From an optimization exercise on the open Yosys and OpenROAD flow, aimed at small area, a short achievable clock period and few clock cycles per item; shortcuts taken in it are not production practice.
Where RTL was checked, it was by simulation tests only, not by an equivalence proof against the original.
The RTL of runs 2 and 3 was laid out without a check of its function.
Power and IR drop assume default switching activity.

==> flow/design.v, too long to show whole: its modules and the start of the top module <==
// module SNN: 2031 lines
// module FA: 4 lines
module SNN(
	input clk,
	input rst_n,
	input in_valid,
	input [7:0] img,
	input [7:0] ker,
	input [7:0] weight,
	output reg out_valid,
	output reg [9:0] out_data
);
  // ...
==> flow/flow/run.sh <==
#!/bin/bash
set -euo pipefail
export BUFFER_PORTS_ARGS="-buffer_cell sky130_fd_sc_hd__buf_4"
export SETUP_SLACK_MARGIN=10.6
bash standard.sh > standard_flow.log 2>&1
==> flow/standard.sh <==
#!/bin/bash
# synth_recipe.tcl (not shown) runs the flow's synth.tcl, then flattens the netlist and writes it again
# the make line also repeats each setting of config.mk as NAME=value (left out here)
make -C /OpenROAD-flow-scripts/flow DESIGN_CONFIG=/design/flow/config.mk WORK_HOME=/design/flow/orfs CLKGATE_MAP_FILE= SYNTH_SCRIPT=/design/flow/synth_recipe.tcl "${@:-finish}"
==> flow/config.mk <==
export PLATFORM = sky130hd
export DESIGN_NAME = SNN
export DESIGN_NICKNAME = SNN
export VERILOG_FILES = /design/flow/design.v
export SDC_FILE = /design/flow/constraint.sdc
export NUM_CORES = 4
export LEC_CHECK = 0
export CAP_MARGIN = 20
export CORE_MARGIN = 2
export CORE_UTILIZATION = 55
export SLEW_MARGIN = 20
export SYNTH_HIERARCHICAL = 1
==> flow/constraint.sdc <==
create_clock -name core_clock -period 15.0 [get_ports {clk}]
set_input_delay 3.0000 -clock core_clock [delete_from_list [all_inputs] [get_ports {clk}]]
set_output_delay 3.0000 -clock core_clock [all_outputs]
set_load 0.01 [all_outputs]
==> impl_metrics.py, run 1 <==
metrics = {
    "final_layout": {
        "layout.cells.most_common": "sky130_fd_sc_hd__fa_1",
        "largest_class": "multi-input gates",
        "most-common-layout-cells": "sky130_fd_sc_hd__fa_1 (699), sky130_fd_sc_hd__nand2_1 (642), sky130_fd_sc_hd__dfxtp_1 (288), sky130_fd_sc_hd__inv_1 (220), sky130_fd_sc_hd__edfxtp_1 (130)",
        "clock_buffer_count": 76,
        "nNonClkInverters": 221,
        "numSequentialCells": 484,
        "largest_register_ff_count": 20,
    },
    "run_status": {
        "result_of_the_run": "finished clean",
    },
    "logic_synthesis": {
        "post_syn_instances": 2846,
        "synth-compound-area-share_pct": 4.08,
        "post-synth-top-count-cell": "sky130_fd_sc_hd__fa_1",
        "synthDominantCellAreaShare_pct": 41.2,
        "synth.top_cells.by_area": "sky130_fd_sc_hd__fa_1 (41%), sky130_fd_sc_hd__dfxtp_1 (19%), sky130_fd_sc_hd__edfxtp_1 (11%), sky130_fd_sc_hd__nand2_1 (7.1%), sky130_fd_sc_hd__ha_1 (4.7%)",
    },
    "placed_design": {
        "dpl_cell_area_sq_mm": 0.0349,
    },
    "die": {
        "start_util_pct": 55.4,
        "fp.dieW_microns": 253,
        "tap-cell-count": 790,
        "core_sq_mm": 0.0614,
    },
    "clock_network": {
        "setup_fix_bufs_post_cts": 0,
        "cts_buffers": 54,
        "path_clk_slew_ps": 60,
    },
    "worst_setup_path": {
        "setup.worst_path.end_class": "flop",
        "timing.critical_path.mode_cell": "sky130_fd_sc_hd__fa_1",
        "data_arrival_time_at_the_worst_slack_endpoint_ps": 4800,
    },
    "drt": {
        "drc": 0,
        "routed_wire_length_per_instance_microns": 22.4,
        "wl_met1_microns": 33600,
    },
    "power_and_ir_drop": {
        "power_leader": "combinational logic",
        "static-leakage-power_nw": 14.8,
    },
    "timing": {
        "final.setup_skew_ps": 52.1,
        "worst-slew-pin-transition_ps": 1070,
        "fin_crit_sh_pct": 28.8,
        "grt_setup_unrepaired": "true",
    },
    "global_routing": {
        "grt.met3_usage_pct": 3.43,
        "groute.usage.overall_pct": 27.2,
    },
}
Testbench counts, summed over its fixed seeds: cycles 25,920, items 320.
==> inputs of run 2 (changes only) <==
--- a/flow/design.v
+++ b/flow/design.v
@@ -328,47 +328,47 @@
 wire t1_159, t1_160; FA ut1_159 (t1_pp1_0_2, t1_pp1_1_1, t1_pp1_2_0, t1_159, t1_160);
 wire t1_161, t1_162; FA ut1_161 (t1_85, t1_87, t1_pp1_2_1, t1_161, t1_162);
 wire t1_163, t1_164; FA ut1_163 (t1_pp1_3_0, t1_pp2_0_3, t1_pp2_1_2, t1_163, t1_164);
 wire t1_165, t1_166; FA ut1_165 (t1_86, t1_88, t1_89, t1_165, t1_166);
 wire t1_167, t1_168; FA ut1_167 (t1_91, t1_93, t1_pp2_1_3, t1_167, t1_168);
 wire t1_169, t1_170; FA ut1_169 (t1_pp2_2_2, t1_pp2_3_1, t1_pp2_4_0, t1_169, t1_170);
 wire t1_171, t1_172; FA ut1_171 (t1_90, t1_92, t1_94, t1_171, t1_172);
 wire t1_173, t1_174; FA ut1_173 (t1_95, t1_97, t1_99, t1_173, t1_174);
-wire t1_175, t1_176; FA ut1_175 (t1_101, t1_pp2_5_0, 1'b1, t1_175, t1_176);
+wire t1_175, t1_176; XNM ut1_175 (t1_101, t1_pp2_5_0, t1_175); ORM ut1_176 (t1_101, t1_pp2_5_0, t1_176);
 wire t1_177, t1_178; FA ut1_177 (t1_96, t1_98, t1_100, t1_177, t1_178);
 wire t1_179, t1_180; FA ut1_179 (t1_102, t1_103, t1_105, t1_179, t1_180);
-wire t1_181, t1_182; FA ut1_181 (t1_107, t1_109, 1'b1, t1_181, t1_182);
+wire t1_181, t1_182; XNM ut1_181 (t1_107, t1_109, t1_181); ORM ut1_182 (t1_107, t1_109, t1_182);
 wire t1_183, t1_184; FA ut1_183 (t1_104, t1_106, t1_108, t1_183, t1_184);
 wire t1_185, t1_186; FA ut1_185 (t1_110, t1_111, t1_113, t1_185, t1_186);
-wire t1_187, t1_188; FA ut1_187 (t1_115, t1_117, 1'b1, t1_187, t1_188);
+wire t1_187, t1_188; XNM ut1_187 (t1_115, t1_117, t1_187); ORM ut1_188 (t1_115, t1_117, t1_188);
 wire t1_189, t1_190; FA ut1_189 (t1_112, t1_114, t1_116, t1_189, t1_190);
 wire t1_191, t1_192; FA ut1_191 (t1_118, t1_119, t1_121, t1_191, t1_192);
-wire t1_193, t1_194; FA ut1_193 (t1_123, t1_125, 1'b1, t1_193, t1_194);
+wire t1_193, t1_194; XNM ut1_193 (t1_123, t1_125, t1_193); ORM ut1_194 (t1_123, t1_125, t1_194);
 wire t1_195, t1_196; FA ut1_195 (t1_120, t1_122, t1_124, t1_195, t1_196);
 wire t1_197, t1_198; FA ut1_197 (t1_126, t1_127, t1_129, t1_197, t1_198);
 wire t1_199, t1_200; FA ut1_199 (t1_131, t1_133, t1_pp2_7_2, t1_199, t1_200);
 wire t1_201, t1_202; FA ut1_201 (t1_128, t1_130, t1_132, t1_201, t1_202);
 wire t1_203, t1_204; FA ut1_203 (t1_134, t1_135, t1_137, t1_203, t1_204);
-wire t1_205, t1_206; FA ut1_205 (t1_139, t1_141, 1'b1, t1_205, t1_206);
+wire t1_205, t1_206; XNM ut1_205 (t1_139, t1_141, t1_205); ORM ut1_206 (t1_139, t1_141, t1_206);
 wire t1_207, t1_208; FA ut1_207 (t1_136, t1_138, t1_140, t1_207, t1_208);
 wire t1_209, t1_210; FA ut1_209 (t1_142, t1_143, t1_145, t1_209, t1_210);
 wire t1_211, t1_212; FA ut1_211 (t1_147, t1_149, t1_pp2_7_4, t1_211, t1_212);
 wire t1_213, t1_214; FA ut1_213 (t1_144, t1_146, t1_148, t1_213, t1_214);
 wire t1_215, t1_216; FA ut1_215 (t1_150, t1_151, t1_153, t1_215, t1_216);
 wire t1_217, t1_218; FA ut1_217 (t1_155, t1_pp2_6_6, t1_pp2_7_5, t1_217, t1_218);
 wire t1_219, t1_220; FA ut1_219 (t1_152, t1_154, t1_156, t1_219, t1_220);
 wire t1_221, t1_222; FA ut1_221 (t1_pp0_6_7, t1_pp0_7_6, t1_pp1_6_7, t1_221, t1_222);
 wire t1_223, t1_224; FA ut1_223 (t1_pp1_7_6, t1_pp2_6_7, t1_pp2_7_6, t1_223, t1_224);
 wire t1_225, t1_226; FA ut1_225 (t1_pp0_0_1, t1_pp0_1_0, t1_pp1_0_1, t1_225, t1_226);
 wire t1_227, t1_228; FA ut1_227 (t1_157, t1_159, t1_pp2_0_2, t1_227, t1_228);
 wire t1_229, t1_230; FA ut1_229 (t1_158, t1_160, t1_161, t1_229, t1_230);
 wire t1_231, t1_232; FA ut1_231 (t1_163, t1_pp2_2_1, t1_pp2_3_0, t1_231, t1_232);
 wire t1_233, t1_234; FA ut1_233 (t1_162, t1_164, t1_165, t1_233, t1_234);
-wire t1_235, t1_236; FA ut1_235 (t1_167, t1_169, 1'b1, t1_235, t1_236);
+wire t1_235, t1_236; XNM ut1_235 (t1_167, t1_169, t1_235); ORM ut1_236 (t1_167, t1_169, t1_236);
 wire t1_237, t1_238; FA ut1_237 (t1_166, t1_168, t1_170, t1_237, t1_238);
 wire t1_239, t1_240; FA ut1_239 (t1_171, t1_173, t1_175, t1_239, t1_240);
 wire t1_241, t1_242; FA ut1_241 (t1_172, t1_174, t1_176, t1_241, t1_242);
 wire t1_243, t1_244; FA ut1_243 (t1_177, t1_179, t1_181, t1_243, t1_244);
 wire t1_245, t1_246; FA ut1_245 (t1_178, t1_180, t1_182, t1_245, t1_246);
 wire t1_247, t1_248; FA ut1_247 (t1_183, t1_185, t1_187, t1_247, t1_248);
 wire t1_249, t1_250; FA ut1_249 (t1_184, t1_186, t1_188, t1_249, t1_250);
 wire t1_251, t1_252; FA ut1_251 (t1_189, t1_191, t1_193, t1_251, t1_252);
@@ -396,17 +396,17 @@
 wire t1_295, t1_296; FA ut1_295 (t1_250, t1_252, t1_253, t1_295, t1_296);
 wire t1_297, t1_298; FA ut1_297 (t1_254, t1_256, t1_257, t1_297, t1_298);
 wire t1_299, t1_300; FA ut1_299 (t1_258, t1_260, t1_261, t1_299, t1_300);
 wire t1_301, t1_302; FA ut1_301 (t1_262, t1_264, t1_265, t1_301, t1_302);
 wire t1_303, t1_304; FA ut1_303 (t1_266, t1_268, t1_269, t1_303, t1_304);
 wire t1_305, t1_306; FA ut1_305 (t1_270, t1_272, t1_273, t1_305, t1_306);
 wire t1_307, t1_308; FA ut1_307 (t1_278, t1_279, t1_pp2_1_0, t1_307, t1_308);
 wire t1_309, t1_310; FA ut1_309 (t1_280, t1_281, t1_pp2_2_0, t1_309, t1_310);
-wire t1_311, t1_312; FA ut1_311 (t1_282, t1_283, 1'b1, t1_311, t1_312);
+wire t1_311, t1_312; XNM ut1_311 (t1_282, t1_283, t1_311); ORM ut1_312 (t1_282, t1_283, t1_312);
 wire t1_313, t1_314; FA ut1_313 (t1_284, t1_285, t1_235, t1_313, t1_314);
 wire t1_315, t1_316; FA ut1_315 (t1_286, t1_287, t1_239, t1_315, t1_316);
 wire t1_317, t1_318; FA ut1_317 (t1_288, t1_289, t1_243, t1_317, t1_318);
 wire t1_319, t1_320; FA ut1_319 (t1_290, t1_291, t1_247, t1_319, t1_320);
 wire t1_321, t1_322; FA ut1_321 (t1_292, t1_293, t1_251, t1_321, t1_322);
 wire t1_323, t1_324; FA ut1_323 (t1_294, t1_295, t1_255, t1_323, t1_324);
 wire t1_325, t1_326; FA ut1_325 (t1_296, t1_297, t1_259, t1_325, t1_326);
 wire t1_327, t1_328; FA ut1_327 (t1_298, t1_299, t1_263, t1_327, t1_328);
@@ -711,35 +711,35 @@
 wire t2_201, t2_202; FA ut2_201 (t2_pp0_0_1, t2_pp0_1_0, t2_pp1_0_1, t2_201, t2_202);
 wire t2_203, t2_204; FA ut2_203 (t2_121, t2_pp1_0_2, t2_pp1_1_1, t2_203, t2_204);
 wire t2_205, t2_206; FA ut2_205 (t2_pp1_2_0, t2_pp2_0_2, t2_pp2_1_1, t2_205, t2_206);
 wire t2_207, t2_208; FA ut2_207 (t2_122, t2_123, t2_125, t2_207, t2_208);
 wire t2_209, t2_210; FA ut2_209 (t2_pp2_0_3, t2_pp2_1_2, t2_pp2_2_1, t2_209, t2_210);
 wire t2_211, t2_212; FA ut2_211 (t2_pp2_3_0, r1a[3], r1b[3], t2_211, t2_212);
 wire t2_213, t2_214; FA ut2_213 (t2_124, t2_126, t2_127, t2_213, t2_214);
 wire t2_215, t2_216; FA ut2_215 (t2_129, t2_131, t2_pp2_4_0, t2_215, t2_216);
-wire t2_217, t2_218; FA ut2_217 (r1a[4], r1b[4], 1'b1, t2_217, t2_218);
+wire t2_217, t2_218; XNM ut2_217 (r1a[4], r1b[4], t2_217); ORM ut2_218 (r1a[4], r1b[4], t2_218);
 wire t2_219, t2_220; FA ut2_219 (t2_128, t2_130, t2_132, t2_219, t2_220);
 wire t2_221, t2_222; FA ut2_221 (t2_133, t2_135, t2_137, t2_221, t2_222);
-wire t2_223, t2_224; FA ut2_223 (t2_139, r1b[5], 1'b1, t2_223, t2_224);
+wire t2_223, t2_224; XNM ut2_223 (t2_139, r1b[5], t2_223); ORM ut2_224 (t2_139, r1b[5], t2_224);
 wire t2_225, t2_226; FA ut2_225 (t2_134, t2_136, t2_138, t2_225, t2_226);
 wire t2_227, t2_228; FA ut2_227 (t2_140, t2_141, t2_143, t2_227, t2_228);
-wire t2_229, t2_230; FA ut2_229 (t2_145, t2_147, 1'b1, t2_229, t2_230);
+wire t2_229, t2_230; XNM ut2_229 (t2_145, t2_147, t2_229); ORM ut2_230 (t2_145, t2_147, t2_230);
 wire t2_231, t2_232; FA ut2_231 (t2_142, t2_144, t2_146, t2_231, t2_232);
 wire t2_233, t2_234; FA ut2_233 (t2_148, t2_149, t2_151, t2_233, t2_234);
-wire t2_235, t2_236; FA ut2_235 (t2_153, t2_155, 1'b1, t2_235, t2_236);
+wire t2_235, t2_236; XNM ut2_235 (t2_153, t2_155, t2_235); ORM ut2_236 (t2_153, t2_155, t2_236);
 wire t2_237, t2_238; FA ut2_237 (t2_150, t2_152, t2_154, t2_237, t2_238);
 wire t2_239, t2_240; FA ut2_239 (t2_156, t2_157, t2_159, t2_239, t2_240);
-wire t2_241, t2_242; FA ut2_241 (t2_161, t2_163, 1'b1, t2_241, t2_242);
+wire t2_241, t2_242; XNM ut2_241 (t2_161, t2_163, t2_241); ORM ut2_242 (t2_161, t2_163, t2_242);
 wire t2_243, t2_244; FA ut2_243 (t2_158, t2_160, t2_162, t2_243, t2_244);
 wire t2_245, t2_246; FA ut2_245 (t2_164, t2_165, t2_167, t2_245, t2_246);
 wire t2_247, t2_248; FA ut2_247 (t2_169, t2_171, r1b[9], t2_247, t2_248);
 wire t2_249, t2_250; FA ut2_249 (t2_166, t2_168, t2_170, t2_249, t2_250);
 wire t2_251, t2_252; FA ut2_251 (t2_172, t2_173, t2_175, t2_251, t2_252);
-wire t2_253, t2_254; FA ut2_253 (t2_177, t2_179, 1'b1, t2_253, t2_254);
+wire t2_253, t2_254; XNM ut2_253 (t2_177, t2_179, t2_253); ORM ut2_254 (t2_177, t2_179, t2_254);
 wire t2_255, t2_256; FA ut2_255 (t2_174, t2_176, t2_178, t2_255, t2_256);
 wire t2_257, t2_258; FA ut2_257 (t2_180, t2_181, t2_183, t2_257, t2_258);
 wire t2_259, t2_260; FA ut2_259 (t2_185, t2_187, r1b[11], t2_259, t2_260);
 wire t2_261, t2_262; FA ut2_261 (t2_182, t2_184, t2_186, t2_261, t2_262);
 wire t2_263, t2_264; FA ut2_263 (t2_188, t2_189, t2_191, t2_263, t2_264);
 wire t2_265, t2_266; FA ut2_265 (t2_193, t2_195, r1b[12], t2_265, t2_266);
 wire t2_267, t2_268; FA ut2_267 (t2_190, t2_192, t2_194, t2_267, t2_268);
 wire t2_269, t2_270; FA ut2_269 (t2_196, t2_197, t2_199, t2_269, t2_270);
@@ -747,17 +747,17 @@
 wire t2_273, t2_274; FA ut2_273 (t2_198, t2_200, t2_pp0_7_7, t2_273, t2_274);
 wire t2_275, t2_276; FA ut2_275 (t2_pp1_7_7, t2_pp2_7_7, r1a[14], t2_275, t2_276);
 wire t2_277, t2_278; FA ut2_277 (t2_pp0_0_0, t2_pp1_0_0, t2_pp2_0_0, t2_277, t2_278);
 wire t2_279, t2_280; FA ut2_279 (t2_201, t2_pp1_1_0, t2_pp2_0_1, t2_279, t2_280);
 wire t2_281, t2_282; FA ut2_281 (t2_pp2_1_0, r1a[1], r1b[1], t2_281, t2_282);
 wire t2_283, t2_284; FA ut2_283 (t2_202, t2_203, t2_205, t2_283, t2_284);
 wire t2_285, t2_286; FA ut2_285 (t2_pp2_2_0, r1a[2], r1b[2], t2_285, t2_286);
 wire t2_287, t2_288; FA ut2_287 (t2_204, t2_206, t2_207, t2_287, t2_288);
-wire t2_289, t2_290; FA ut2_289 (t2_209, t2_211, 1'b1, t2_289, t2_290);
+wire t2_289, t2_290; XNM ut2_289 (t2_209, t2_211, t2_289); ORM ut2_290 (t2_209, t2_211, t2_290);
 wire t2_291, t2_292; FA ut2_291 (t2_208, t2_210, t2_212, t2_291, t2_292);
 wire t2_293, t2_294; FA ut2_293 (t2_213, t2_215, t2_217, t2_293, t2_294);
 wire t2_295, t2_296; FA ut2_295 (t2_214, t2_216, t2_218, t2_295, t2_296);
 wire t2_297, t2_298; FA ut2_297 (t2_219, t2_221, t2_223, t2_297, t2_298);
 wire t2_299, t2_300; FA ut2_299 (t2_220, t2_222, t2_224, t2_299, t2_300);
 wire t2_301, t2_302; FA ut2_301 (t2_225, t2_227, t2_229, t2_301, t2_302);
 wire t2_303, t2_304; FA ut2_303 (t2_226, t2_228, t2_230, t2_303, t2_304);
 wire t2_305, t2_306; FA ut2_305 (t2_231, t2_233, t2_235, t2_305, t2_306);
@@ -788,31 +788,31 @@
 wire t2_355, t2_356; FA ut2_355 (t2_316, t2_318, t2_319, t2_355, t2_356);
 wire t2_357, t2_358; FA ut2_357 (t2_320, t2_322, t2_323, t2_357, t2_358);
 wire t2_359, t2_360; FA ut2_359 (t2_324, t2_326, t2_327, t2_359, t2_360);
 wire t2_361, t2_362; FA ut2_361 (t2_328, t2_330, t2_331, t2_361, t2_362);
 wire t2_363, t2_364; FA ut2_363 (t2_332, t2_334, t2_335, t2_363, t2_364);
 wire t2_365, t2_366; FA ut2_365 (t2_336, r1a[16], r1b[16], t2_365, t2_366);
 wire t2_367, t2_368; FA ut2_367 (t2_277, r1a[0], r1b[0], t2_367, t2_368);
 wire t2_369, t2_370; FA ut2_369 (t2_278, t2_279, t2_281, t2_369, t2_370);
-wire t2_371, t2_372; FA ut2_371 (t2_337, t2_285, 1'b1, t2_371, t2_372);
+wire t2_371, t2_372; XNM ut2_371 (t2_337, t2_285, t2_371); ORM ut2_372 (t2_337, t2_285, t2_372);
 wire t2_373, t2_374; FA ut2_373 (t2_338, t2_339, t2_289, t2_373, t2_374);
 wire t2_375, t2_376; FA ut2_375 (t2_340, t2_341, t2_293, t2_375, t2_376);
 wire t2_377, t2_378; FA ut2_377 (t2_342, t2_343, t2_297, t2_377, t2_378);
 wire t2_379, t2_380; FA ut2_379 (t2_344, t2_345, t2_301, t2_379, t2_380);
 wire t2_381, t2_382; FA ut2_381 (t2_346, t2_347, t2_305, t2_381, t2_382);
 wire t2_383, t2_384; FA ut2_383 (t2_348, t2_349, t2_309, t2_383, t2_384);
 wire t2_385, t2_386; FA ut2_385 (t2_350, t2_351, t2_313, t2_385, t2_386);
 wire t2_387, t2_388; FA ut2_387 (t2_352, t2_353, t2_317, t2_387, t2_388);
 wire t2_389, t2_390; FA ut2_389 (t2_354, t2_355, t2_321, t2_389, t2_390);
 wire t2_391, t2_392; FA ut2_391 (t2_356, t2_357, t2_325, t2_391, t2_392);
 wire t2_393, t2_394; FA ut2_393 (t2_358, t2_359, t2_329, t2_393, t2_394);
 wire t2_395, t2_396; FA ut2_395 (t2_360, t2_361, t2_333, t2_395, t2_396);
 wire t2_397, t2_398; FA ut2_397 (t2_362, t2_363, r1b[15], t2_397, t2_398);
-wire t2_399, t2_400; FA ut2_399 (t2_364, t2_365, 1'b1, t2_399, t2_400);
+wire t2_399, t2_400; XNM ut2_399 (t2_364, t2_365, t2_399); ORM ut2_400 (t2_364, t2_365, t2_400);
 wire t2_401, t2_402; FA ut2_401 (t2_366, r1a[17], r1b[17], t2_401, t2_402);
 wire [18:0] t2_a = {t2_402, t2_400, t2_398, t2_396, t2_394, t2_392, t2_390, t2_388, t2_386, t2_384, t2_382, t2_380, t2_378, t2_376, t2_374, t2_372, t2_370, t2_368, t2_367};
 wire [18:0] t2_b = {1'b1, t2_401, t2_399, t2_397, t2_395, t2_393, t2_391, t2_389, t2_387, t2_385, t2_383, t2_381, t2_379, t2_377, t2_375, t2_373, t2_371, t2_369, 1'b1};
 wire t3_pp0_0_0 = ~(opa[0] & ka[0]);
 wire t3_pp0_0_1 = ~(opa[0] & ka[1]);
 wire t3_pp0_0_2 = ~(opa[0] & ka[2]);
 wire t3_pp0_0_3 = ~(opa[0] & ka[3]);
 wire t3_pp0_0_4 = ~(opa[0] & ka[4]);
@@ -1106,35 +1106,35 @@
 wire t3_201, t3_202; FA ut3_201 (t3_pp0_0_1, t3_pp0_1_0, t3_pp1_0_1, t3_201, t3_202);
 wire t3_203, t3_204; FA ut3_203 (t3_121, t3_pp1_0_2, t3_pp1_1_1, t3_203, t3_204);
 wire t3_205, t3_206; FA ut3_205 (t3_pp1_2_0, t3_pp2_0_2, t3_pp2_1_1, t3_205, t3_206);
 wire t3_207, t3_208; FA ut3_207 (t3_122, t3_123, t3_125, t3_207, t3_208);
 wire t3_209, t3_210; FA ut3_209 (t3_pp2_0_3, t3_pp2_1_2, t3_pp2_2_1, t3_209, t3_210);
 wire t3_211, t3_212; FA ut3_211 (t3_pp2_3_0, r2ga[3], r2gb[3], t3_211, t3_212);
 wire t3_213, t3_214; FA ut3_213 (t3_124, t3_126, t3_127, t3_213, t3_214);
 wire t3_215, t3_216; FA ut3_215 (t3_129, t3_131, t3_pp2_4_0, t3_215, t3_216);
-wire t3_217, t3_218; FA ut3_217 (r2ga[4], r2gb[4], 1'b1, t3_217, t3_218);
+wire t3_217, t3_218; XNM ut3_217 (r2ga[4], r2gb[4], t3_217); ORM ut3_218 (r2ga[4], r2gb[4], t3_218);
 wire t3_219, t3_220; FA ut3_219 (t3_128, t3_130, t3_132, t3_219, t3_220);
 wire t3_221, t3_222; FA ut3_221 (t3_133, t3_135, t3_137, t3_221, t3_222);
-wire t3_223, t3_224; FA ut3_223 (t3_139, r2gb[5], 1'b1, t3_223, t3_224);
+wire t3_223, t3_224; XNM ut3_223 (t3_139, r2gb[5], t3_223); ORM ut3_224 (t3_139, r2gb[5], t3_224);
 wire t3_225, t3_226; FA ut3_225 (t3_134, t3_136, t3_138, t3_225, t3_226);
 wire t3_227, t3_228; FA ut3_227 (t3_140, t3_141, t3_143, t3_227, t3_228);
-wire t3_229, t3_230; FA ut3_229 (t3_145, t3_147, 1'b1, t3_229, t3_230);
+wire t3_229, t3_230; XNM ut3_229 (t3_145, t3_147, t3_229); ORM ut3_230 (t3_145, t3_147, t3_230);
 wire t3_231, t3_232; FA ut3_231 (t3_142, t3_144, t3_146, t3_231, t3_232);
 wire t3_233, t3_234; FA ut3_233 (t3_148, t3_149, t3_151, t3_233, t3_234);
-wire t3_235, t3_236; FA ut3_235 (t3_153, t3_155, 1'b1, t3_235, t3_236);
+wire t3_235, t3_236; XNM ut3_235 (t3_153, t3_155, t3_235); ORM ut3_236 (t3_153, t3_155, t3_236);
 wire t3_237, t3_238; FA ut3_237 (t3_150, t3_152, t3_154, t3_237, t3_238);
 wire t3_239, t3_240; FA ut3_239 (t3_156, t3_157, t3_159, t3_239, t3_240);
-wire t3_241, t3_242; FA ut3_241 (t3_161, t3_163, 1'b1, t3_241, t3_242);
+wire t3_241, t3_242; XNM ut3_241 (t3_161, t3_163, t3_241); ORM ut3_242 (t3_161, t3_163, t3_242);
 wire t3_243, t3_244; FA ut3_243 (t3_158, t3_160, t3_162, t3_243, t3_244);
 wire t3_245, t3_246; FA ut3_245 (t3_164, t3_165, t3_167, t3_245, t3_246);
 wire t3_247, t3_248; FA ut3_247 (t3_169, t3_171, r2gb[9], t3_247, t3_248);
 wire t3_249, t3_250; FA ut3_249 (t3_166, t3_168, t3_170, t3_249, t3_250);
 wire t3_251, t3_252; FA ut3_251 (t3_172, t3_173, t3_175, t3_251, t3_252);
-wire t3_253, t3_254; FA ut3_253 (t3_177, t3_179, 1'b1, t3_253, t3_254);
+wire t3_253, t3_254; XNM ut3_253 (t3_177, t3_179, t3_253); ORM ut3_254 (t3_177, t3_179, t3_254);
 wire t3_255, t3_256; FA ut3_255 (t3_174, t3_176, t3_178, t3_255, t3_256);
 wire t3_257, t3_258; FA ut3_257 (t3_180, t3_181, t3_183, t3_257, t3_258);
 wire t3_259, t3_260; FA ut3_259 (t3_185, t3_187, r2gb[11], t3_259, t3_260);
 wire t3_261, t3_262; FA ut3_261 (t3_182, t3_184, t3_186, t3_261, t3_262);
 wire t3_263, t3_264; FA ut3_263 (t3_188, t3_189, t3_191, t3_263, t3_264);
 wire t3_265, t3_266; FA ut3_265 (t3_193, t3_195, r2gb[12], t3_265, t3_266);
 wire t3_267, t3_268; FA ut3_267 (t3_190, t3_192, t3_194, t3_267, t3_268);
 wire t3_269, t3_270; FA ut3_269 (t3_196, t3_197, t3_199, t3_269, t3_270);
@@ -1142,17 +1142,17 @@
 wire t3_273, t3_274; FA ut3_273 (t3_198, t3_200, t3_pp0_7_7, t3_273, t3_274);
 wire t3_275, t3_276; FA ut3_275 (t3_pp1_7_7, t3_pp2_7_7, r2ga[14], t3_275, t3_276);
 wire t3_277, t3_278; FA ut3_277 (t3_pp0_0_0, t3_pp1_0_0, t3_pp2_0_0, t3_277, t3_278);
 wire t3_279, t3_280; FA ut3_279 (t3_201, t3_pp1_1_0, t3_pp2_0_1, t3_279, t3_280);
 wire t3_281, t3_282; FA ut3_281 (t3_pp2_1_0, r2ga[1], r2gb[1], t3_281, t3_282);
 wire t3_283, t3_284; FA ut3_283 (t3_202, t3_203, t3_205, t3_283, t3_284);
 wire t3_285, t3_286; FA ut3_285 (t3_pp2_2_0, r2ga[2], r2gb[2], t3_285, t3_286);
 wire t3_287, t3_288; FA ut3_287 (t3_204, t3_206, t3_207, t3_287, t3_288);
-wire t3_289, t3_290; FA ut3_289 (t3_209, t3_211, 1'b1, t3_289, t3_290);
+wire t3_289, t3_290; XNM ut3_289 (t3_209, t3_211, t3_289); ORM ut3_290 (t3_209, t3_211, t3_290);
 wire t3_291, t3_292; FA ut3_291 (t3_208, t3_210, t3_212, t3_291, t3_292);
 wire t3_293, t3_294; FA ut3_293 (t3_213, t3_215, t3_217, t3_293, t3_294);
 wire t3_295, t3_296; FA ut3_295 (t3_214, t3_216, t3_218, t3_295, t3_296);
 wire t3_297, t3_298; FA ut3_297 (t3_219, t3_221, t3_223, t3_297, t3_298);
 wire t3_299, t3_300; FA ut3_299 (t3_220, t3_222, t3_224, t3_299, t3_300);
 wire t3_301, t3_302; FA ut3_301 (t3_225, t3_227, t3_229, t3_301, t3_302);
 wire t3_303, t3_304; FA ut3_303 (t3_226, t3_228, t3_230, t3_303, t3_304);
 wire t3_305, t3_306; FA ut3_305 (t3_231, t3_233, t3_235, t3_305, t3_306);
@@ -1183,33 +1183,33 @@
 wire t3_355, t3_356; FA ut3_355 (t3_316, t3_318, t3_319, t3_355, t3_356);
 wire t3_357, t3_358; FA ut3_357 (t3_320, t3_322, t3_323, t3_357, t3_358);
 wire t3_359, t3_360; FA ut3_359 (t3_324, t3_326, t3_327, t3_359, t3_360);
 wire t3_361, t3_362; FA ut3_361 (t3_328, t3_330, t3_331, t3_361, t3_362);
 wire t3_363, t3_364; FA ut3_363 (t3_332, t3_334, t3_335, t3_363, t3_364);
 wire t3_365, t3_366; FA ut3_365 (t3_336, r2ga[16], r2gb[16], t3_365, t3_366);
 wire t3_367, t3_368; FA ut3_367 (t3_277, r2ga[0], r2gb[0], t3_367, t3_368);
 wire t3_369, t3_370; FA ut3_369 (t3_278, t3_279, t3_281, t3_369, t3_370);
-wire t3_371, t3_372; FA ut3_371 (t3_337, t3_285, 1'b1, t3_371, t3_372);
+wire t3_371, t3_372; XNM ut3_371 (t3_337, t3_285, t3_371); ORM ut3_372 (t3_337, t3_285, t3_372);
 wire t3_373, t3_374; FA ut3_373 (t3_338, t3_339, t3_289, t3_373, t3_374);
 wire t3_375, t3_376; FA ut3_375 (t3_340, t3_341, t3_293, t3_375, t3_376);
 wire t3_377, t3_378; FA ut3_377 (t3_342, t3_343, t3_297, t3_377, t3_378);
 wire t3_379, t3_380; FA ut3_379 (t3_344, t3_345, t3_301, t3_379, t3_380);
 wire t3_381, t3_382; FA ut3_381 (t3_346, t3_347, t3_305, t3_381, t3_382);
 wire t3_383, t3_384; FA ut3_383 (t3_348, t3_349, t3_309, t3_383, t3_384);
 wire t3_385, t3_386; FA ut3_385 (t3_350, t3_351, t3_313, t3_385, t3_386);
 wire t3_387, t3_388; FA ut3_387 (t3_352, t3_353, t3_317, t3_387, t3_388);
 wire t3_389, t3_390; FA ut3_389 (t3_354, t3_355, t3_321, t3_389, t3_390);
 wire t3_391, t3_392; FA ut3_391 (t3_356, t3_357, t3_325, t3_391, t3_392);
 wire t3_393, t3_394; FA ut3_393 (t3_358, t3_359, t3_329, t3_393, t3_394);
 wire t3_395, t3_396; FA ut3_395 (t3_360, t3_361, t3_333, t3_395, t3_396);
 wire t3_397, t3_398; FA ut3_397 (t3_362, t3_363, r2gb[15], t3_397, t3_398);
-wire t3_399, t3_400; FA ut3_399 (t3_364, t3_365, 1'b1, t3_399, t3_400);
+wire t3_399, t3_400; XNM ut3_399 (t3_364, t3_365, t3_399); ORM ut3_400 (t3_364, t3_365, t3_400);
 wire t3_401, t3_402; FA ut3_401 (t3_366, r2ga[17], r2gb[17], t3_401, t3_402);
-wire t3_403, t3_404; FA ut3_403 (r2ga[18], r2gb[18], 1'b1, t3_403, t3_404);
+wire t3_403, t3_404; XNM ut3_403 (r2ga[18], r2gb[18], t3_403); ORM ut3_404 (r2ga[18], r2gb[18], t3_404);
 wire [19:0] t3_a = {t3_404, t3_402, t3_400, t3_398, t3_396, t3_394, t3_392, t3_390, t3_388, t3_386, t3_384, t3_382, t3_380, t3_378, t3_376, t3_374, t3_372, t3_370, t3_368, t3_367};
 wire [19:0] t3_b = {1'b1, t3_403, t3_401, t3_399, t3_397, t3_395, t3_393, t3_391, t3_389, t3_387, t3_385, t3_383, t3_381, t3_379, t3_377, t3_375, t3_373, t3_371, t3_369, 1'b1};
 always @(posedge clk) begin
 	r1a <= t1_a; r1b <= t1_b;
 	r2a <= t2_a; r2b <= t2_b;
 	r3a <= t3_a; r3b <= t3_b;
 end
 reg [11:0] ys_n;
@@ -1346,35 +1346,35 @@
 wire ay_47, ay_48; FA uay_47 (ay_24, ay_25, r3b[15], ay_47, ay_48);
 wire ay_49, ay_50; FA uay_49 (ay_26, ay_27, r3b[16], ay_49, ay_50);
 wire ay_51, ay_52; FA uay_51 (ay_28, ay_29, r3b[17], ay_51, ay_52);
 wire ay_53, ay_54; FA uay_53 (ay_30, ay_31, r3b[18], ay_53, ay_54);
 wire ay_55, ay_56; FA uay_55 (ay_32, ay_33, r3b[19], ay_55, ay_56);
 wire ay_57, ay_58; FA uay_57 (ay_34, r3a[12], r3b[12], ay_57, ay_58);
 wire ay_59, ay_60; FA uay_59 (ay_1, r3b[15], ay_c105, ay_59, ay_60);
 wire ay_61, ay_62; FA uay_61 (ay_2, ay_3, ay_5, ay_61, ay_62);
-wire ay_63, ay_64; FA uay_63 (ay_35, ay_9, 1'b1, ay_63, ay_64);
+wire ay_63, ay_64; XNM uay_63 (ay_35, ay_9, ay_63); ORM uay_64 (ay_35, ay_9, ay_64);
 wire ay_65, ay_66; FA uay_65 (ay_36, ay_37, ay_13, ay_65, ay_66);
 wire ay_67, ay_68; FA uay_67 (ay_38, ay_39, ay_17, ay_67, ay_68);
 wire ay_69, ay_70; FA uay_69 (ay_40, ay_41, r3b[12], ay_69, ay_70);
-wire ay_71, ay_72; FA uay_71 (ay_42, ay_43, 1'b1, ay_71, ay_72);
-wire ay_73, ay_74; FA uay_73 (ay_44, ay_45, 1'b1, ay_73, ay_74);
-wire ay_75, ay_76; FA uay_75 (ay_46, ay_47, 1'b1, ay_75, ay_76);
-wire ay_77, ay_78; FA uay_77 (ay_48, ay_49, 1'b1, ay_77, ay_78);
-wire ay_79, ay_80; FA uay_79 (ay_50, ay_51, 1'b1, ay_79, ay_80);
-wire ay_81, ay_82; FA uay_81 (ay_52, ay_53, 1'b1, ay_81, ay_82);
-wire ay_83, ay_84; FA uay_83 (ay_54, ay_55, 1'b1, ay_83, ay_84);
-wire ay_85, ay_86; FA uay_85 (ay_56, ay_57, 1'b1, ay_85, ay_86);
+wire ay_71, ay_72; XNM uay_71 (ay_42, ay_43, ay_71); ORM uay_72 (ay_42, ay_43, ay_72);
+wire ay_73, ay_74; XNM uay_73 (ay_44, ay_45, ay_73); ORM uay_74 (ay_44, ay_45, ay_74);
+wire ay_75, ay_76; XNM uay_75 (ay_46, ay_47, ay_75); ORM uay_76 (ay_46, ay_47, ay_76);
+wire ay_77, ay_78; XNM uay_77 (ay_48, ay_49, ay_77); ORM uay_78 (ay_48, ay_49, ay_78);
+wire ay_79, ay_80; XNM uay_79 (ay_50, ay_51, ay_79); ORM uay_80 (ay_50, ay_51, ay_80);
+wire ay_81, ay_82; XNM uay_81 (ay_52, ay_53, ay_81); ORM uay_82 (ay_52, ay_53, ay_82);
+wire ay_83, ay_84; XNM uay_83 (ay_54, ay_55, ay_83); ORM uay_84 (ay_54, ay_55, ay_84);
+wire ay_85, ay_86; XNM uay_85 (ay_56, ay_57, ay_85); ORM uay_86 (ay_56, ay_57, ay_86);
 wire ay_87, ay_88; FA uay_87 (ay_58, r3a[13], r3b[13], ay_87, ay_88);
-wire ay_89, ay_90; FA uay_89 (r3a[14], r3b[14], 1'b1, ay_89, ay_90);
-wire ay_91, ay_92; FA uay_91 (r3a[15], r3b[15], 1'b1, ay_91, ay_92);
-wire ay_93, ay_94; FA uay_93 (r3a[16], r3b[16], 1'b1, ay_93, ay_94);
-wire ay_95, ay_96; FA uay_95 (r3a[17], r3b[17], 1'b1, ay_95, ay_96);
-wire ay_97, ay_98; FA uay_97 (r3a[18], r3b[18], 1'b1, ay_97, ay_98);
-wire ay_99, ay_100; FA uay_99 (r3a[19], r3b[19], 1'b1, ay_99, ay_100);
+wire ay_89, ay_90; XNM uay_89 (r3a[14], r3b[14], ay_89); ORM uay_90 (r3a[14], r3b[14], ay_90);
+wire ay_91, ay_92; XNM uay_91 (r3a[15], r3b[15], ay_91); ORM uay_92 (r3a[15], r3b[15], ay_92);
+wire ay_93, ay_94; XNM uay_93 (r3a[16], r3b[16], ay_93); ORM uay_94 (r3a[16], r3b[16], ay_94);
+wire ay_95, ay_96; XNM uay_95 (r3a[17], r3b[17], ay_95); ORM uay_96 (r3a[17], r3b[17], ay_96);
+wire ay_97, ay_98; XNM uay_97 (r3a[18], r3b[18], ay_97); ORM uay_98 (r3a[18], r3b[18], ay_98);
+wire ay_99, ay_100; XNM uay_99 (r3a[19], r3b[19], ay_99); ORM uay_100 (r3a[19], r3b[19], ay_100);
 wire ay_c106 = ~ay_59;
 wire ay_c107 = ~(ay_60 | ay_61);
 wire ay_c108 = ay_60 ^ ay_61;
 wire ay_c109 = ~(ay_62 | ay_63);
 wire ay_c110 = ay_62 ^ ay_63;
 wire ay_c111 = ~(ay_64 | ay_65);
 wire ay_c112 = ay_64 ^ ay_65;
 wire ay_c113 = ~(ay_66 | ay_67);
@@ -1518,31 +1518,31 @@
 wire aq_3, aq_4; FA uaq_3 (ys_n[4], aq_c2, aq_c8, aq_3, aq_4);
 wire aq_5, aq_6; FA uaq_5 (ys_n[5], aq_c3, aq_c9, aq_5, aq_6);
 wire aq_7, aq_8; FA uaq_7 (ys_n[0], ys_n[6], aq_c4, aq_7, aq_8);
 wire aq_9, aq_10; FA uaq_9 (ys_n[1], ys_n[7], aq_c5, aq_9, aq_10);
 wire aq_11, aq_12; FA uaq_11 (ys_n[2], ys_n[8], aq_c6, aq_11, aq_12);
 wire aq_13, aq_14; FA uaq_13 (ys_n[3], ys_n[9], aq_c7, aq_13, aq_14);
 wire aq_15, aq_16; FA uaq_15 (ys_n[4], ys_n[10], aq_c8, aq_15, aq_16);
 wire aq_17, aq_18; FA uaq_17 (ys_n[5], ys_n[11], aq_c9, aq_17, aq_18);
-wire aq_19, aq_20; FA uaq_19 (ys_n[6], aq_c10, 1'b0, aq_19, aq_20);
-wire aq_21, aq_22; FA uaq_21 (ys_n[7], aq_c11, 1'b0, aq_21, aq_22);
-wire aq_23, aq_24; FA uaq_23 (ys_n[8], aq_c12, 1'b0, aq_23, aq_24);
-wire aq_25, aq_26; FA uaq_25 (aq_4, aq_5, 1'b0, aq_25, aq_26);
+wire aq_19, aq_20; XRM uaq_19 (ys_n[6], aq_c10, aq_19); ANM uaq_20 (ys_n[6], aq_c10, aq_20);
+wire aq_21, aq_22; XRM uaq_21 (ys_n[7], aq_c11, aq_21); ANM uaq_22 (ys_n[7], aq_c11, aq_22);
+wire aq_23, aq_24; XRM uaq_23 (ys_n[8], aq_c12, aq_23); ANM uaq_24 (ys_n[8], aq_c12, aq_24);
+wire aq_25, aq_26; XRM uaq_25 (aq_4, aq_5, aq_25); ANM uaq_26 (aq_4, aq_5, aq_26);
 wire aq_27, aq_28; FA uaq_27 (aq_6, aq_7, aq_c10, aq_27, aq_28);
 wire aq_29, aq_30; FA uaq_29 (aq_8, aq_9, aq_c11, aq_29, aq_30);
 wire aq_31, aq_32; FA uaq_31 (aq_10, aq_11, aq_c12, aq_31, aq_32);
-wire aq_33, aq_34; FA uaq_33 (aq_12, aq_13, 1'b0, aq_33, aq_34);
-wire aq_35, aq_36; FA uaq_35 (aq_14, aq_15, 1'b0, aq_35, aq_36);
-wire aq_37, aq_38; FA uaq_37 (aq_16, aq_17, 1'b0, aq_37, aq_38);
-wire aq_39, aq_40; FA uaq_39 (aq_18, aq_19, 1'b1, aq_39, aq_40);
-wire aq_41, aq_42; FA uaq_41 (aq_20, aq_21, 1'b1, aq_41, aq_42);
-wire aq_43, aq_44; FA uaq_43 (aq_22, aq_23, 1'b1, aq_43, aq_44);
-wire aq_45, aq_46; FA uaq_45 (aq_24, ys_n[9], 1'b1, aq_45, aq_46);
-wire aq_47, aq_48; FA uaq_47 (ys_n[10], 1'b0, 1'b1, aq_47, aq_48);
+wire aq_33, aq_34; XRM uaq_33 (aq_12, aq_13, aq_33); ANM uaq_34 (aq_12, aq_13, aq_34);
+wire aq_35, aq_36; XRM uaq_35 (aq_14, aq_15, aq_35); ANM uaq_36 (aq_14, aq_15, aq_36);
+wire aq_37, aq_38; XRM uaq_37 (aq_16, aq_17, aq_37); ANM uaq_38 (aq_16, aq_17, aq_38);
+wire aq_39, aq_40; XNM uaq_39 (aq_18, aq_19, aq_39); ORM uaq_40 (aq_18, aq_19, aq_40);
+wire aq_41, aq_42; XNM uaq_41 (aq_20, aq_21, aq_41); ORM uaq_42 (aq_20, aq_21, aq_42);
+wire aq_43, aq_44; XNM uaq_43 (aq_22, aq_23, aq_43); ORM uaq_44 (aq_22, aq_23, aq_44);
+wire aq_45, aq_46; XNM uaq_45 (aq_24, ys_n[9], aq_45); ORM uaq_46 (aq_24, ys_n[9], aq_46);
+wire aq_47 = ~ys_n[10];
 wire aq_c13 = ~aq_c1;
 wire aq_c14 = ~aq_c2;
 wire aq_c15 = ~aq_c3;
 wire aq_c16 = ~(ys_n[0] | aq_c4);
 wire aq_c17 = ys_n[0] ^ aq_c4;
 wire aq_c18 = ~(ys_n[1] | aq_c5);
 wire aq_c19 = ys_n[1] ^ aq_c5;
 wire aq_c20 = ~(ys_n[2] | aq_c6);
@@ -1797,23 +1797,23 @@
 wire ag_23, ag_24; FA uag_23 (ag_4, ag_5, r3b[10], ag_23, ag_24);
 wire ag_25, ag_26; FA uag_25 (ag_6, ag_7, r3b[11], ag_25, ag_26);
 wire ag_27, ag_28; FA uag_27 (ag_8, ag_9, r3b[12], ag_27, ag_28);
 wire ag_29, ag_30; FA uag_29 (ag_10, ag_11, r3b[13], ag_29, ag_30);
 wire ag_31, ag_32; FA uag_31 (ag_12, ag_13, r3b[14], ag_31, ag_32);
 wire ag_33, ag_34; FA uag_33 (ag_14, ag_15, r3b[15], ag_33, ag_34);
 wire ag_35, ag_36; FA uag_35 (ag_16, ag_17, r3b[16], ag_35, ag_36);
 wire ag_37, ag_38; FA uag_37 (ag_18, r3a[9], r3b[9], ag_37, ag_38);
-wire ag_39, ag_40; FA uag_39 (r3a[10], r3b[10], 1'b1, ag_39, ag_40);
-wire ag_41, ag_42; FA uag_41 (r3a[11], r3b[11], 1'b1, ag_41, ag_42);
-wire ag_43, ag_44; FA uag_43 (r3a[12], r3b[12], 1'b1, ag_43, ag_44);
-wire ag_45, ag_46; FA uag_45 (r3a[13], r3b[13], 1'b1, ag_45, ag_46);
-wire ag_47, ag_48; FA uag_47 (r3a[14], r3b[14], 1'b1, ag_47, ag_48);
-wire ag_49, ag_50; FA uag_49 (r3a[15], r3b[15], 1'b1, ag_49, ag_50);
-wire ag_51, ag_52; FA uag_51 (r3a[16], r3b[16], 1'b1, ag_51, ag_52);
+wire ag_39, ag_40; XNM uag_39 (r3a[10], r3b[10], ag_39); ORM uag_40 (r3a[10], r3b[10], ag_40);
+wire ag_41, ag_42; XNM uag_41 (r3a[11], r3b[11], ag_41); ORM uag_42 (r3a[11], r3b[11], ag_42);
+wire ag_43, ag_44; XNM uag_43 (r3a[12], r3b[12], ag_43); ORM uag_44 (r3a[12], r3b[12], ag_44);
+wire ag_45, ag_46; XNM uag_45 (r3a[13], r3b[13], ag_45); ORM uag_46 (r3a[13], r3b[13], ag_46);
+wire ag_47, ag_48; XNM uag_47 (r3a[14], r3b[14], ag_47); ORM uag_48 (r3a[14], r3b[14], ag_48);
+wire ag_49, ag_50; XNM uag_49 (r3a[15], r3b[15], ag_49); ORM uag_50 (r3a[15], r3b[15], ag_50);
+wire ag_51, ag_52; XNM uag_51 (r3a[16], r3b[16], ag_51); ORM uag_52 (r3a[16], r3b[16], ag_52);
 wire ag_c125 = ~ag_19;
 wire ag_c126 = ~(ag_20 | ag_21);
 wire ag_c127 = ag_20 ^ ag_21;
 wire ag_c128 = ~(ag_22 | ag_23);
 wire ag_c129 = ag_22 ^ ag_23;
 wire ag_c130 = ~(ag_24 | ag_25);
 wire ag_c131 = ag_24 ^ ag_25;
 wire ag_c132 = ~(ag_26 | ag_27);
@@ -1953,28 +1953,32 @@
 		7'd67: {pool_v0, pool_v1, pool_v2, pool_v3, pool_f} = 5'b00010;
 		7'd70: {pool_v0, pool_v1, pool_v2, pool_v3, pool_f} = 5'b00100;
 		7'd71: {pool_v0, pool_v1, pool_v2, pool_v3, pool_f} = 5'b00100;
 		7'd72: {pool_v0, pool_v1, pool_v2, pool_v3, pool_f} = 5'b00010;
 		7'd73: {pool_v0, pool_v1, pool_v2, pool_v3, pool_f} = 5'b00010;
 		default: {pool_v0, pool_v1, pool_v2, pool_v3, pool_f} = 5'b00000;
 	endcase
 end
-reg pv0, pv1, pv2, pv3, pfirst;
+reg pv, pfirst;
+reg [1:0] pidx;
 always @(posedge clk) begin
-	pv0 <= pool_v0; pv1 <= pool_v1; pv2 <= pool_v2; pv3 <= pool_v3;
+	pv <= pool_v0 | pool_v1 | pool_v2 | pool_v3;
+	pidx <= {pool_v2 | pool_v3, pool_v1 | pool_v3};
 	pfirst <= pool_f;
 end
 reg [7:0] pm0, pm1, pm2, pm3;
-wire [7:0] pm1_nx = (pv1 && (pfirst || qs > pm1)) ? qs : pm1;
-wire [7:0] pm3_nx = (pv3 && (pfirst || qs > pm3)) ? qs : pm3;
+wire [7:0] pcur = pidx[1] ? (pidx[0] ? pm3 : pm2) : (pidx[0] ? pm1 : pm0);
+wire [7:0] pnew = (pfirst || qs > pcur) ? qs : pcur;
+wire [7:0] pm1_nx = (pv && pidx == 2'd1) ? pnew : pm1;
+wire [7:0] pm3_nx = (pv && pidx == 2'd3) ? pnew : pm3;
 always @(posedge clk) begin
-	if (pv0) pm0 <= (pfirst || qs > pm0) ? qs : pm0;
+	if (pv && pidx == 2'd0) pm0 <= pnew;
 	pm1 <= pm1_nx;
-	if (pv2) pm2 <= (pfirst || qs > pm2) ? qs : pm2;
+	if (pv && pidx == 2'd2) pm2 <= pnew;
 	pm3 <= pm3_nx;
 end
 wire fcl = (s == 7'd29) || (s == 7'd36) || (s == 7'd38) || (s == 7'd39) ||
            (s == 7'd65) || (s == 7'd72) || (s == 7'd74) || (s == 7'd75);
 wire fc_row1 = (s == 7'd38) || (s == 7'd39) || (s == 7'd74) || (s == 7'd75);
 wire fc_odd = (s == 7'd36) || (s == 7'd39) || (s == 7'd72) || (s == 7'd75);
 always @(posedge clk) begin
 	fcz <= fcl;
@@ -2028,8 +2032,20 @@
 		out_data <= (fin && dbig) ? dnew : 10'd0;
 	end
 end
 endmodule
 module FA(input a, input b, input c, output s, output co);
   assign s = a ^ b ^ c;
   assign co = (a & b) | (a & c) | (b & c);
 endmodule
+module XNM(input a, input b, output y);
+  assign y = ~(a ^ b);
+endmodule
+module ORM(input a, input b, output y);
+  assign y = a | b;
+endmodule
+module XRM(input a, input b, output y);
+  assign y = a ^ b;
+endmodule
+module ANM(input a, input b, output y);
+  assign y = a & b;
+endmodule
==> flow/config.mk (replaced) <==
export PLATFORM = sky130hd
export DESIGN_NAME = SNN
export DESIGN_NICKNAME = SNN
export VERILOG_FILES = /design/flow/design.v
export SDC_FILE = /design/flow/constraint.sdc
export NUM_CORES = 4
export LEC_CHECK = 0
export CAP_MARGIN = 20
export CORE_MARGIN = 2
export CORE_UTILIZATION = 55
export CTS_BUF_LIST = sky130_fd_sc_hd__clkbuf_8 sky130_fd_sc_hd__clkbuf_16
export CTS_CLUSTER_DIAMETER = 80
export CTS_CLUSTER_SIZE = 25
export SLEW_MARGIN = 20
export SYNTH_HIERARCHICAL = 1
==> run 2 against run 1 <==
Against the previous run: still clean; cell count shrank 2.7%; clock power shrank 24%; die area shrank 1.5%; power shrank 10%; count of clock-buffer cells in the layout shrank 40; hold slack gained 2.5 ps; via count shrank 1.8%; wire length shrank 3.0%; critical path type unchanged; largest power group unchanged; highest routed layer unchanged.
==> impl_metrics.py, run 2 <==
metrics = {
    "logic_synthesis": {
        "synth.distinct_cells": 70,
        "post-synth-top-count-cell": "sky130_fd_sc_hd__nand2_1",
        "synth.top_cells.by_area": "sky130_fd_sc_hd__fa_1 (38%), sky130_fd_sc_hd__dfxtp_1 (20%), sky130_fd_sc_hd__edfxtp_1 (12%), sky130_fd_sc_hd__nand2_1 (7.2%), sky130_fd_sc_hd__ha_1 (3.9%)",
        "postSynth.asyncResetShare_pct": 4.76,
        "synth.avg_cell_area_sq_um": 11.7,
        "synthesis.area_sq_mm": 0.0335,
        "ys_warn_count": 7,
        "synth_ff_type": "sky130_fd_sc_hd__dfxtp_1",
        "post_syn_instances": 2872,
        "synth.top_cells.by_count": "sky130_fd_sc_hd__nand2_1 (646), sky130_fd_sc_hd__fa_1 (639), sky130_fd_sc_hd__dfxtp_1 (330)",
        "synth_largest_area_cell": "sky130_fd_sc_hd__fa_1",
        "ys_seq_elements": 483,
        "seq_area_frac_synth_pct": 33.1,
        "synth_edf_count": 130,
        "synthDominantCellAreaShare_pct": 38.2,
    },
    "timing": {
        "fin_tns_setup_ps": 0,
        "timing.slew.headroom_pct": 28.1,
        "grt_setup_unrepaired": "true",
        "final_hold_viol_count": 0,
        "final.setup_skew_ps": 45.3,
        "fin_crit_sh_pct": 28.9,
        "post-route-min-period_ps": 4330,
        "highest_clock_rate_mhz": 231,
        "worst-slew-pin-transition_ps": 1080,
        "setup_viol": 0,
        "report.final.slew_viol_count": 0,
    },
    "die": {
        "core_sq_mm": 0.0602,
        "fp.dieW_microns": 251,
        "start_util_pct": 55.6,
        "placement_rows": 90,
        "die_height_microns": 251,
        "pin_count": 38,
        "design.die.area_sq_mm": 0.0629,
    },
    "clock_network": {
        "clock-sinks": 483,
        "clk-insertion-delay-late_ps": 600,
        "cts_hold_buffers": 0,
        "cts_buffers": 35,
        "cts_htree_levels": 2,
        "max_clock_buf_depth": 3,
        "path_clk_slew_ps": 100,
        "tritoncts": "done",
        "root_buffer": "sky130_fd_sc_hd__clkbuf_16",
    },
    "final_layout": {
        "flow.area_growth_from_synthesis_pct": 6.25,
        "finalCoreUtilization_pct": 59.1,
        "registers.top_by_ff_count": "r3a",
        "largest_register_ff_count": 20,
        "largest_registers": "r3a x20, r2a x19, r3b x18",
        "finalNetCount": 3564,
        "most-common-layout-cells": "sky130_fd_sc_hd__nand2_1 (646), sky130_fd_sc_hd__fa_1 (639), sky130_fd_sc_hd__dfxtp_1 (293), sky130_fd_sc_hd__inv_1 (210), sky130_fd_sc_hd__edfxtp_1 (130)",
        "layout-drive-gt1-share_pct": 7.98,
        "layout.cells.most_common": "sky130_fd_sc_hd__nand2_1",
    },
    "power_and_ir_drop": {
        "p_seq_share_pct": 24.3,
        "powerDensity_mw_per_mm2": 237,
        "power.share.clock_pct": 12.5,
        "swShare_pct": 43.6,
        "static-leakage-power_nw": 13.8,
        "max-vdd-ir-drop_mv": 0.185,
        "totalPowerFinal_w": 0.00845,
        "p_int_w": 0.00476,
        "comb_power_share_pct": 63.1,
        "switchingPower_w": 0.00369,
    },
    "flow_run": {
        "cap_violations": 0,
    },
    "worst_setup_path": {
        "worst_path_max_delay_cell": "sky130_fd_sc_hd__dfxtp_1",
        "worst_setup_path_start_kind": "flop",
        "data_arrival_time_at_the_worst_slack_endpoint_ps": 4770,
        "worst-path-max-fanout": 8,
        "slowest_delay_ps": 630,
        "setup.worst_path.end_class": "flop",
        "cp_class": "reg -> reg",
        "timing.critical_path.mode_cell": "sky130_fd_sc_hd__fa_1",
        "timing.critical_path.required_ps": 15440,
        "crit_chain": "nand2_1 > fa_1 > fa_1 > fa_1 > fa_1 > fa_1 > fa_1 > fa_1",
    },
    "run_status": {
        "result_of_the_run": "finished clean",
    },
    "global_routing": {
        "groute.usage.overall_pct": 26.9,
        "grt_pass1_vias": 22300,
        "pin_count_of_the_biggest_net_entering_global_routing": 53,
        "grt_first_pass_wirelength_microns": 128000,
        "grt.overflow.total": 0,
        "antenna_found_initial": 2,
    },
    "drt": {
        "vias": 20000,
        "drt-pass1-iter-count": 5,
        "routed_via_density": 5.54,
        "drc": 0,
        "count_of_routing_violations_after_the_opening_detailed_route_iteration": 1096,
        "route.antenna.remaining_nets": 0,
        "routed_wirelength_microns": 80500,
        "routed_wire_length_per_instance_microns": 22.3,
    },
    "placed_design": {
        "place.detailed.hpwl_microns": 65100,
        "port_buffers": 37,
        "gp_routability_congestion": 0.931,
    },
    "worst_hold_path": {
        "min_path_type": "reg -> reg",
    },
}
[run 2: cell count changes after synthesis, moves of 13 or more]
cell,change
sky130_fd_sc_hd__xnor2_1,+55
sky130_fd_sc_hd__inv_1,-16
sky130_fd_sc_hd__and3_1,+17
sky130_fd_sc_hd__nor3b_1,+19
sky130_fd_sc_hd__fa_1,-60
sky130_fd_sc_hd__mux2i_1,+17
sky130_fd_sc_hd__nor2_1,-13
sky130_fd_sc_hd__or2_1,+51
sky130_fd_sc_hd__ha_1,-24
[run 2: per-module statistics from Yosys (local to each module, per instance)]
module	cells inside	area (sq um)	flip-flops and latches	copies in the design
SNN	2145	20400	483	1
FA	1	20.0	0	611
XNM	1	8.76	0	52
XRM	1	8.76	0	7
ANM	1	6.26	0	7
ORM	1	6.26	0	50
[run 2: critical path, delay by kind of cell, from the launching register on]
kind                     cells  cell delay [ps]
AND/OR/NAND/NOR              1              140
flip-flops                   1              630
adder cells (fa/ha/maj)      7             3380
[run 2: what timing repair did]
item | in CTS | in global routing
setup buffers | 0 | 11
pin swaps | 0 | 2
endpoints found under the setup margin | 5 | 39
resized for setup | 3 | 42
[run 2: power groups by stage]
stage / clock network, W / logic, W / registers, W
floorplan: 0 / 0.00405 / 0.00192
global placement: 0 / 0.00518 / 0.00208
detailed placement: 0 / 0.00532 / 0.00208
CTS: 0.00109 / 0.00537 / 0.00206
global route: 0.00114 / 0.00620 / 0.00209
finish: 0.00106 / 0.00533 / 0.00206
[run 2: metal layers]
metal / global-route usage [%] / vias up / part of all wire, % / wire length, microns
met5: 0 / - / 0 / 0
met1: 34.4 / 10400 / 41 / 32800
met4: 11.1 / 0 / 4.3 / 3450
li1: - / 8827 / - / -
met3: 3.28 / 176 / 4.3 / 3420
met2: 46.9 / 543 / 51 / 40800
[run 2: final cells by class]
type,count,area [sq um]
clock inverters,28,375
repair buffers,52,403
clock buffers,36,901
diodes,1,2.50
multi-input cells,2017,21000
fillers,4977,24700
inverters,205,769
well taps,782,978
flip-flops and latches,483,11100
[run 2: worst paths after layout]
path,startpoint,slack [ps],end,cells past startpoint
max in group asynchronous,rst_n,12420,s[2],1
max reg2reg,kc[7],10670,r3b[11],8
min,gq2[2],330,gq1[2],0
min reg2reg,gq2[2],330,gq1[2],0
min in group asynchronous,rst_n,2300,out_data[1],1
max,kc[7],10670,r3b[11],8
[run 2: cell families (layout without fill, tap and decap cells)]
| family | after synthesis | after routing | share of synthesized area (%) |
|---|---|---|---|
| compound gates | 203 | 203 | 4.00 |
| xor+xnor | 98 | 98 | 2.56 |
| fa+ha+maj | 743 | 743 | 42.1 |
| buf+inv | 383 | 321 | 4.33 |
| flops | 483 | 483 | 33.1 |
| mux | 53 | 53 | 1.92 |
| other cells | 2 | 14 | 0.0224 |
| simple gates | 907 | 907 | 12.0 |
[run 2: through the flow]
stage | worst slack [ps] | instance area (sq um) | hold WS [ps] | instances
final | 10670 | 35600 | 328 | 3604
after CTS | 10600 | 35400 | 331 | 3592
after global routing | 10600 | 35600 | 333 | 3603
after floorplan | 10870 | 33500 | 310 | 2883
after detailed placement | 10570 | 34100 | 312 | 3528
after global placement | 10600 | 34100 | 311 | 3528
==> inputs of run 3 (changes only) <==
--- a/flow/config.mk
+++ b/flow/config.mk
@@ -8,8 +8,8 @@
 export CAP_MARGIN = 20
 export CORE_MARGIN = 2
 export CORE_UTILIZATION = 55
-export CTS_BUF_LIST = sky130_fd_sc_hd__clkbuf_8 sky130_fd_sc_hd__clkbuf_16
-export CTS_CLUSTER_DIAMETER = 80
-export CTS_CLUSTER_SIZE = 25
+export CTS_BUF_LIST = sky130_fd_sc_hd__clkbuf_8
+export CTS_CLUSTER_DIAMETER = 60
+export CTS_CLUSTER_SIZE = 20
 export SLEW_MARGIN = 20
 export SYNTH_HIERARCHICAL = 1
==> run 3 against run 2 <==
Against the previous run: sequential power barely moved; combinational power barely moved; non-clock buffer count did not move; die area did not move; synthesized cell count did not move; critical path type unchanged; utilization fell by 0.55 points.
==> impl_metrics.py, run 3 <==
metrics = {
    "timing": {
        "fin_tns_setup_ps": 0,
        "timing.slew.headroom_pct": 28.9,
        "final_hold_viol_count": 0,
        "report.final.slew_viol_count": 0,
        "final_worst_hold_slack_ps": 333,
        "post-route-min-period_ps": 4340,
        "setup_viol": 0,
        "final.setup_skew_ps": 79.4,
        "final.setup.worst_slack_ps": 10660,
        "worst-slew-pin-transition_ps": 1070,
        "grt_setup_unrepaired": "true",
        "fin_crit_sh_pct": 28.9,
        "highest_clock_rate_mhz": 230,
    },
    "clock_network": {
        "clock-sinks": 483,
        "path_clk_slew_ps": 110,
        "tritoncts": "done",
        "max_clock_buf_depth": 3,
        "cts_htree_levels": 2,
        "cts_hold_buffers": 0,
        "clk-insertion-delay-late_ps": 680,
        "cts_buffers": 41,
        "root_buffer": "sky130_fd_sc_hd__clkbuf_8",
    },
    "worst_setup_path": {
        "cp_class": "reg -> reg",
        "timing.critical_path.required_ps": 15460,
        "worst-r2r-cell-count": 7,
        "data_arrival_time_at_the_worst_slack_endpoint_ps": 4800,
        "setup.worst_path.end_class": "flop",
        "critical_path.reg2reg.endpoint": "r3a[14]",
        "worst-r2r-setup-slack_ps": 10660,
        "rr_startpoint": "sr0[4]",
        "worst-path-max-fanout": 11,
        "worst_setup_path_start_kind": "flop",
    },
    "die": {
        "fp.dieW_microns": 251,
        "design.die.area_sq_mm": 0.0629,
        "core_sq_mm": 0.0602,
        "pin_count": 38,
        "placement_rows": 90,
        "start_util_pct": 55.6,
        "die_height_microns": 251,
    },
    "logic_synthesis": {
        "synth.distinct_cells": 70,
        "synthDominantCellAreaShare_pct": 38.2,
        "postSynth.asyncResetShare_pct": 4.76,
        "synth.top_cells.by_count": "sky130_fd_sc_hd__nand2_1 (646), sky130_fd_sc_hd__fa_1 (639), sky130_fd_sc_hd__dfxtp_1 (330)",
        "synth.top_cells.by_area": "sky130_fd_sc_hd__fa_1 (38%), sky130_fd_sc_hd__dfxtp_1 (20%), sky130_fd_sc_hd__edfxtp_1 (12%), sky130_fd_sc_hd__nand2_1 (7.2%), sky130_fd_sc_hd__ha_1 (3.9%)",
        "synthesis.area_sq_mm": 0.0335,
        "synth_ff_type": "sky130_fd_sc_hd__dfxtp_1",
        "synth_edf_count": 130,
        "ys_warn_count": 7,
        "synth_largest_area_cell": "sky130_fd_sc_hd__fa_1",
        "synth.avg_cell_area_sq_um": 11.7,
        "seq_area_frac_synth_pct": 33.1,
        "ys_seq_elements": 483,
        "post_syn_instances": 2872,
        "post-synth-top-count-cell": "sky130_fd_sc_hd__nand2_1",
    },
    "final_layout": {
        "registers.top_by_ff_count": "r3a",
        "layout-drive-gt1-share_pct": 8.44,
        "largest_register_ff_count": 20,
        "finalNetCount": 3570,
        "fillerInstances": 5006,
        "flow.area_growth_from_synthesis_pct": 5.25,
        "layout.cells.most_common": "sky130_fd_sc_hd__nand2_1",
        "most-common-layout-cells": "sky130_fd_sc_hd__nand2_1 (646), sky130_fd_sc_hd__fa_1 (638), sky130_fd_sc_hd__dfxtp_1 (288), sky130_fd_sc_hd__inv_1 (212), sky130_fd_sc_hd__edfxtp_1 (130)",
        "finalCoreUtilization_pct": 58.5,
        "largest_registers": "r3a x20, r2a x19, r3b x18",
    },
    "drt": {
        "routed_via_density": 5.52,
        "count_of_routing_violations_after_the_opening_detailed_route_iteration": 1141,
        "drc": 0,
        "route.antenna.remaining_nets": 0,
        "drt-pass1-iter-count": 5,
        "vias": 20000,
        "routed_wire_length_per_instance_microns": 22.2,
        "routed_wirelength_microns": 80300,
    },
    "power_and_ir_drop": {
        "totalPowerFinal_w": 0.00823,
        "static-leakage-power_nw": 13.7,
        "max-vdd-ir-drop_mv": 0.184,
        "powerDensity_mw_per_mm2": 233,
    },
    "flow_run": {
        "cap_violations": 0,
    },
    "worst_hold_path": {
        "timing.hold.worst_path_depth": 0,
        "worst_hold_path.endpoint": "sr5[1]",
        "worst_hold_startpoint": "sr4[1]",
        "min_path_type": "reg -> reg",
    },
    "run_status": {
        "result_of_the_run": "finished clean",
    },
    "placed_design": {
        "place.detailed.hpwl_microns": 65100,
        "dp_slack_ps": 10570,
        "gp_routability_congestion": 0.931,
        "port_buffers": 37,
    },
    "global_routing": {
        "grt.overflow.total": 0,
        "grt_pass1_vias": 22400,
        "antenna_found_initial": 3,
        "grt_first_pass_wirelength_microns": 127000,
        "pin_count_of_the_biggest_net_entering_global_routing": 53,
        "groute.usage.overall_pct": 26.8,
    },
}
## run 3: cell counts after synthesis
Identical to the previous run, type by type.
## run 3: per-stage QoR
step	instance area (sq um)	cells
6_report	35200	3616
3_5_place_dp	34100	3528
4_1_cts	35100	3603
2_1_floorplan	33500	2883
5_1_grt	35200	3615
3_3_place_gp	34100	3528
## run 3: cells by family (layout without fill, tap and decap cells)
group / Yosys count / count (layout) / share of synthesized area (%)
and+or+nand+nor: 907 / 907 / 12.0
adders and majority gates: 743 / 743 / 42.1
DFF: 483 / 483 / 33.1
buffers and inverters: 383 / 332 / 4.33
AOI/OAI and AO/OA: 203 / 203 / 4.00
xor gates and xnor gates: 98 / 98 / 2.56
muxes: 53 / 53 / 1.92
other: 2 / 15 / 0.0224
## run 3: modules after synthesis (local to each module, per instance)
module	times used	cell area (sq um)	cells inside	flops+latches
XRM	7	8.76	1	0
ORM	50	6.26	1	0
FA	611	20.0	1	0
ANM	7	6.26	1	0
XNM	52	8.76	1	0
SNN	1	20400	2145	483
## run 3: how the worst max path moves through the flow
stage | start | to | slack [ps] | cells past startpoint
after global placement | r3a[3] | gs[5] | 10600 | 14
after global routing | r3a[12] | ys_n[10] | 10570 | 15
after detailed placement | opa[0] | r3b[7] | 10570 | 8
final | sr0[4] | r3a[14] | 10660 | 7
after floorplan | sr7[0] | r2b[6] | 10870 | 9
after CTS | r3a[11] | ys_n[10] | 10600 | 15
## run 3: report_power, final
part	internal [W]	switching, W	total, W
clock	0.000341	0.000498	0.000839
combinational	0.00251	0.00282	0.00533
sequential	0.00174	0.000320	0.00206
## run 3: final cells by class
cell class / count / area, sq um / share of cell area [%]
antenna: 2 / 5.00 / 0.0142
sequential: 483 / 11100 / 31.6
inverter: 205 / 769 / 2.18
clock inverter: 32 / 352 / 0.997
tap: 782 / 978 / 2.78
clock buffer: 43 / 592 / 1.68
timing repair buffer: 52 / 390 / 1.11
multi-input combinational: 2017 / 21000 / 59.6
## run 3: critical path, cell delays in order (launching register included)
cell	delay [ps]
sky130_fd_sc_hd__dfxtp_1	920
sky130_fd_sc_hd__nand2_1	180
sky130_fd_sc_hd__fa_1	550
sky130_fd_sc_hd__fa_1	460
sky130_fd_sc_hd__fa_1	520
sky130_fd_sc_hd__fa_1	440
sky130_fd_sc_hd__fa_1	520
sky130_fd_sc_hd__fa_1	500
## run 3: repair_timing
| item | CTS | global route |
|---|---|---|
| buffers inserted | 0 | 11 |
| setup endpoints to repair | 2 | 37 |
| hold endpoints to repair | 0 | 0 |
| pin swaps | 0 | 2 |
| gates resized for setup | 2 | 49 |
## run 3: routing by layer
layer,wire (microns),track usage [%]
met3,3480,3.22
met5,0,0
met1,32600,34.1
met2,40900,46.8
met4,3340,11.0

[afterwards: timing with drivers on the ports]
Ports are ideal in the flow. The routed layouts listed here were re-timed in OpenROAD.
Step 1 assumes that a clkbuf_16 drives the clock port and a buf_2 every other input.
Step 2, shift: input delay + t, output delay - t, t = (earliest + latest rising clock arrival at the registers) / 2. This alone moves slack from input paths to output paths.
Three values: ideal ports, drivers, drivers and shift; two values: the first two.
run	t (ns)	setup slack, ns	worst setup path at the end
run 1	0.682	10.679 / 10.679 / 10.679	register to register
run 2	0.639	10.670 / 10.670 / 10.670	register to register
run 3	0.699	10.660 / 10.660 / 10.660	register to register
After both steps every run listed still meets setup and hold.
